Context: an optimization exercise on an open-source flow, tuned for small area, a short achievable clock period and few clock cycles per item. The choices shown serve that exercise and are no tape-out recipe.
Function was checked by simulation only, so behaviour that the tests miss may differ from the original.

juniper:
==> flow/design.v (excerpt) <==
module geofence ( clk,reset,X,Y,valid,is_inside);
    input clk;
    input reset;
    input [9:0] X;
    input [9:0] Y;
    output valid;
    output is_inside;
    reg [3:0] cnt;           
    reg [9:0] ox, oy;        
    reg wsx, wsy, rsx, rsy, lsx, lsy;
    reg [9:0] wmx, wmy, rmx, rmy, lmx, lmy;
    reg wzx, wzy, rzx, rzy, lzx, lzy;
    reg full;
    wire signed [10:0] dx = $signed({1'b0, X}) - $signed({1'b0, ox});
    wire signed [10:0] dy = $signed({1'b0, Y}) - $signed({1'b0, oy});
    wire [9:0] ax = dx[10] ? -dx[9:0] : dx[9:0];
    wire [9:0] ay = dy[10] ? -dy[9:0] : dy[9:0];
    wire r_s1 = rsx ^ wsy, r_s2 = rsy ^ wsx;
    wire l_s1 = lsx ^ wsy, l_s2 = lsy ^ wsx;
    wire r_z = (rzx | wzy) & (rzy | wzx);
    wire l_z = (lzx | wzy) & (lzy | wzx);
    wire dr_cin = !r_s1;
    wire dl_cin = !l_s1;
  ...
==> flow/config.mk <==
export PLATFORM = sky130hd
export DESIGN_NAME = geofence
export DESIGN_NICKNAME = geofence
export VERILOG_FILES = /design/flow/design.v
export SDC_FILE = /design/flow/constraint.sdc
export NUM_CORES = 4
export LEC_CHECK = 0
export ABC_AREA = 1
export CAP_MARGIN = 20
export CORE_MARGIN = 2
export CORE_UTILIZATION = 40
export SETUP_SLACK_MARGIN = 5
export SLEW_MARGIN = 20
export TNS_END_PERCENT = 0
==> flow/constraint.sdc <==
create_clock -name core_clock -period 11.0 [get_ports {clk}]
set_input_delay 2.2000 -clock core_clock [delete_from_list [all_inputs] [get_ports {clk}]]
set_output_delay 2.2000 -clock core_clock [all_outputs]
set_load 0.01 [all_outputs]
standard.sh (not shown) runs the stock make flow with config.mk's settings and CLKGATE_MAP_FILE= SYNTH_SCRIPT=/design/flow/synth_recipe.tcl, a recipe that flattens the netlist after the stock synthesis.
==> flow/flow/run.sh <==
#!/bin/bash
set -euo pipefail
grep -q 'SETUP_SLACK_MARGIN=5 ' standard.sh
sed 's/SETUP_SLACK_MARGIN=5 /SETUP_SLACK_MARGIN=5.6 /' standard.sh > flow_standard.sh
bash flow_standard.sh > layout.log 2>&1
Testbench counts of juniper, summed over its fixed seeds: cycles 20,369, items 2,400.
The inputs of onyx differ from those of juniper as listed below.
Settings: a deleted ABC_AREA that had been 1.
==> flow/run.sh (new file) <==
#!/bin/bash
# synth_recipe.tcl (not shown) runs the flow's synth.tcl, then flattens the netlist and writes it again
# the make line also repeats each setting of config.mk as NAME=value (left out here)
make -C /OpenROAD-flow-scripts/flow DESIGN_CONFIG=/design/flow/config.mk WORK_HOME=/design/flow/orfs CLKGATE_MAP_FILE= SYNTH_SCRIPT=/design/flow/synth_recipe.tcl finish
removed: flow/flow/run.sh
removed: flow/standard.sh
==> comparison <==
juniper → onyx: worst slack at placement -0.72 ns. In the metrics for juniper and onyx, the one carrying the higher net count after synthesis is juniper. Non-clock buffer count: lower on onyx. For the initial antenna violation count, onyx came in 1 lower than juniper did.
> inputs changed (onyx -> violet)
Settings: an added ABC_AREA of 1.
Notes after the runs:
Cmp violet vs onyx: number of instances in the synthesized netlist higher in violet
[compare] base=onyx new=violet: number of distinct library cell variants in the gate-level netlist after synthesis shrank by about 25%; share of post-route cells with drive strength above 1 has decreased.
In violet, met1 track demand over resource in global routing is lower than in onyx.
[compare] base=onyx new=violet: first-pass detailed-route iteration total stayed essentially flat, met2 track demand over resource in global routing fell by 0.96 points.
The more densely filled core belongs to onyx, not violet.
The following lists how sierra was set up differently from violet:
Settings: a deleted TNS_END_PERCENT that had been 0; a deleted ABC_AREA that had been 1.
Results
sierra against violet; synthesized cell count is down by more than 10%. Comparing the two runs side by side, sierra comes out behind violet on hold slack. sierra completed end to end with timing, DRC and antenna clean. Data arrival time of the worst path: sierra and violet compared, lower one is violet. Compare sierra and violet | final critical-path share of the clock period lower: violet. Highest signal layer in the routed design: met5 -> sierra, met4 -> violet. Cmp sierra and violet / global-route wire length before repair / lower: sierra. Delta (sierra minus violet): area of placed instances lost 700 µm², routed wire length shows a reduction of 7.9%, non-clock buffer instance count of the final layout saw an increase. Diff violet -> sierra | total vias in the final route | decrease of 15%.

========
geofence, a different RTL version from the one above (not shown whole).
Size in the first run: about 1500 cells after synthesis, about 99 flip-flops, about 16000 um^2 of cells after synthesis.
// geofence
module geofence ( clk,reset,X,Y,valid,is_inside);
    input clk;
    input reset;
    input [9:0] X;
    input [9:0] Y;
    output reg valid;
    output reg is_inside;
    reg [3:0] cnt;           
    reg [9:0] ox, oy;        
    reg wsx, wsy, rsx, rsy, lsx, lsy;
    reg [9:0] wmx, wmy, rmx, rmy, lmx, lmy;
    reg wzx, wzy, rzx, rzy, lzx, lzy;
    reg full;
    wire signed [10:0] dx = $signed({1'b0, X}) - $signed({1'b0, ox});
    wire signed [10:0] dy = $signed({1'b0, Y}) - $signed({1'b0, oy});
    wire [9:0] ax = dx[10] ? -dx[9:0] : dx[9:0];
    wire [9:0] ay = dy[10] ? -dy[9:0] : dy[9:0];
    wire r_s1 = rsx ^ wsy, r_s2 = rsy ^ wsx;
    wire l_s1 = lsx ^ wsy, l_s2 = lsy ^ wsx;
    wire r_z = (rzx | wzy) & (rzy | wzx);
    wire l_z = (lzx | wzy) & (lzy | wzx);
    wire dr_cin = !r_s1;
    wire dl_cin = !l_s1;
  ...
clock: 11.0 ns
lec_check: 0
cap_margin: 20
core_margin: 2
core_utilization: 40
setup_slack_margin: 5
slew_margin: 20
run.sh (not shown) runs the stock make flow with config.mk's settings and CLKGATE_MAP_FILE= SYNTH_SCRIPT=/design/flow/synth_recipe.tcl, a recipe that flattens the netlist after the stock synthesis.
Stock flow here: none of the scripts above is used.
Testbench counts at the start, summed over its fixed seeds: cycles 20,369, items 2,400.
Edit:
- CORE_UTILIZATION: 40 -> 60
Wire length hardly moves.
Clock skew hardly moves.
Maximum frequency fell by 1.2%.

========
geofence, a different RTL version from the one above (not shown whole).
For scale: about 1500 cells after synthesis, roughly 99 flip-flops, ~24 I/O pins, about 16000 um^2 of cells after synthesis.
clock: 11.0 ns
lec_check: 0
cap_margin: 20
core_margin: 2
core_utilization: 40
setup_slack_margin: 4.5
slew_margin: 20
Testbench counts at the start, summed over its fixed seeds: cycles 20,369, items 2,400.
Next try:
==> flow/flow/run.sh (new file) <==
#!/bin/bash
set -euo pipefail
grep -q 'SETUP_SLACK_MARGIN=5 ' standard.sh
sed 's/SETUP_SLACK_MARGIN=5 /SETUP_SLACK_MARGIN=5.5 /' standard.sh > flow_standard.sh
bash flow_standard.sh > layout.log 2>&1
==> flow/standard.sh (new file) <==
#!/bin/bash
# synth_recipe.tcl (not shown) runs the flow's synth.tcl, then flattens the netlist and writes it again
# the make line also repeats each setting of config.mk as NAME=value (left out here)
make -C /OpenROAD-flow-scripts/flow DESIGN_CONFIG=/design/flow/config.mk WORK_HOME=/design/flow/orfs CLKGATE_MAP_FILE= SYNTH_SCRIPT=/design/flow/synth_recipe.tcl "${@:-finish}"
Settings changed: ABC_AREA from default to 1, SETUP_SLACK_MARGIN 4.5 to 5.
removed: flow/run.sh
After rerunning: The changed run finished with timing, DRC and antenna clean. Global-route usage climbs by 0.14 points. Routed wire length rises by 8.8%. Count of clock-buffer cells in the layout does not change. Non-clock buffer count climbs by 46.
Next try:
==> flow/run.sh (new file) <==
#!/bin/bash
# synth_recipe.tcl (not shown) runs the flow's synth.tcl, then flattens the netlist and writes it again
# the make line also repeats each setting of config.mk as NAME=value (left out here)
make -C /OpenROAD-flow-scripts/flow DESIGN_CONFIG=/design/flow/config.mk WORK_HOME=/design/flow/orfs CLKGATE_MAP_FILE= SYNTH_SCRIPT=/design/flow/synth_recipe.tcl finish
Settings changed: ABC_AREA 1 to default, TNS_END_PERCENT from default to 0.
removed: flow/flow/run.sh
removed: flow/standard.sh
What happened:
- global-route usage goes down by 0.58 points
- non-clock buffer count went down by 87
- clock skew goes down by 0.0035 ns
- final cell count fell by 19%
- hold slack gets better by 0.016 ns
- via count falls by 16%
Next try:
Settings changed: ABC_AREA from default to 1, TNS_END_PERCENT 0 to default.
What happened:
- The changed run finished with timing, DRC and antenna clean
- sequential share of layout area decreases by 1.1 points
- die area climbs by 3.7%
- area after synthesis climbs by about 3.8%
- worst setup slack is better by 0.45 ns
- global-route usage climbs by 0.85 points
Next try:
Settings changed: ABC_AREA 1 to default, SETUP_SLACK_MARGIN 5 to 4.0.
Result: Setup slack loses 0.84 ns; global-route usage fell by 1.5 points; critical path depth fell by 4; die area fell by 3.6%; routed wire length fell by 13%; clock skew rose by 0.0055 ns.
Next try:
==> flow/flow/run.sh (new file) <==
#!/bin/bash
set -euo pipefail
grep -q 'SETUP_SLACK_MARGIN=5 ' standard.sh
sed 's/SETUP_SLACK_MARGIN=5 /SETUP_SLACK_MARGIN=6.5 /' standard.sh > flow_standard.sh
bash flow_standard.sh > layout.log 2>&1
==> flow/standard.sh (new file) <==
#!/bin/bash
# synth_recipe.tcl (not shown) runs the flow's synth.tcl, then flattens the netlist and writes it again
# the make line also repeats each setting of config.mk as NAME=value (left out here)
make -C /OpenROAD-flow-scripts/flow DESIGN_CONFIG=/design/flow/config.mk WORK_HOME=/design/flow/orfs CLKGATE_MAP_FILE= SYNTH_SCRIPT=/design/flow/synth_recipe.tcl "${@:-finish}"
Settings changed: ABC_AREA from default to 1, SETUP_SLACK_MARGIN 4.0 to 5.
removed: flow/run.sh
=> The new run finished with timing, DRC and antenna clean; clock-buffer cell count is unchanged; worst hold slack hardly moves; die area rose by a few percent.

==> static timing again, ports no longer ideal <==
How much do the figures lean on ideal ports? The routed layouts below were timed once more, with nothing changed but the port constraints.
Step 1, drivers: a clkbuf_16 drives clk and a buf_2 each remaining input, both assumed.
Step 2, shift: input delay + t, output delay - t, t = (earliest + latest rising clock arrival at the registers) / 2. This alone moves slack from input paths to output paths.
a / b / c = ideal ports / drivers / drivers and shift; a / b = the first two.
run | t, ns | setup slack, ns | hold WS [ns] | cell pins on the clock port's net
juniper | 0.386 | 5.241 / 5.241 / 5.241 | 0.495 / 0.495 / 0.495 | 1
onyx | 0.384 | 4.928 / 4.928 / 4.928 | 0.498 / 0.498 / 0.498 | 1
violet | 0.394 | 5.191 / 5.191 / 5.191 | 0.495 / 0.495 / 0.495 | 1
sierra | 0.381 | 4.931 / 4.931 / 4.931 | 0.482 / 0.482 / 0.482 | 1
the first run of note 2 | 0.374 | 4.602 / 4.602 / 4.602 | 0.525 / 0.525 / 0.525 | 1
the second run of note 2 | 0.380 | 4.527 / 4.527 / 4.527 | 0.524 / 0.524 / 0.524 | 1
the first run of note 3 | 0.383 | 4.600 / 4.600 / 4.600 | 0.514 / 0.514 / 0.514 | 1
the second run of note 3 | 0.394 | 5.088 / 5.088 / 5.088 | 0.475 / 0.475 / 0.475 | 1
the third run of note 3 | 0.384 | 4.638 / 4.638 / 4.638 | 0.491 / 0.491 / 0.491 | 1
the fourth run of note 3 | 0.393 | 5.085 / 5.085 / 5.085 | 0.473 / 0.473 / 0.473 | 1
the fifth run of note 3 | 0.397 | 4.242 / 4.242 / 4.242 | 0.496 / 0.496 / 0.496 | 1
the sixth run of note 3 | 0.401 | 5.071 / 5.071 / 5.071 | 0.494 / 0.494 / 0.494 | 1
After both steps setup and hold are still met in every run listed.
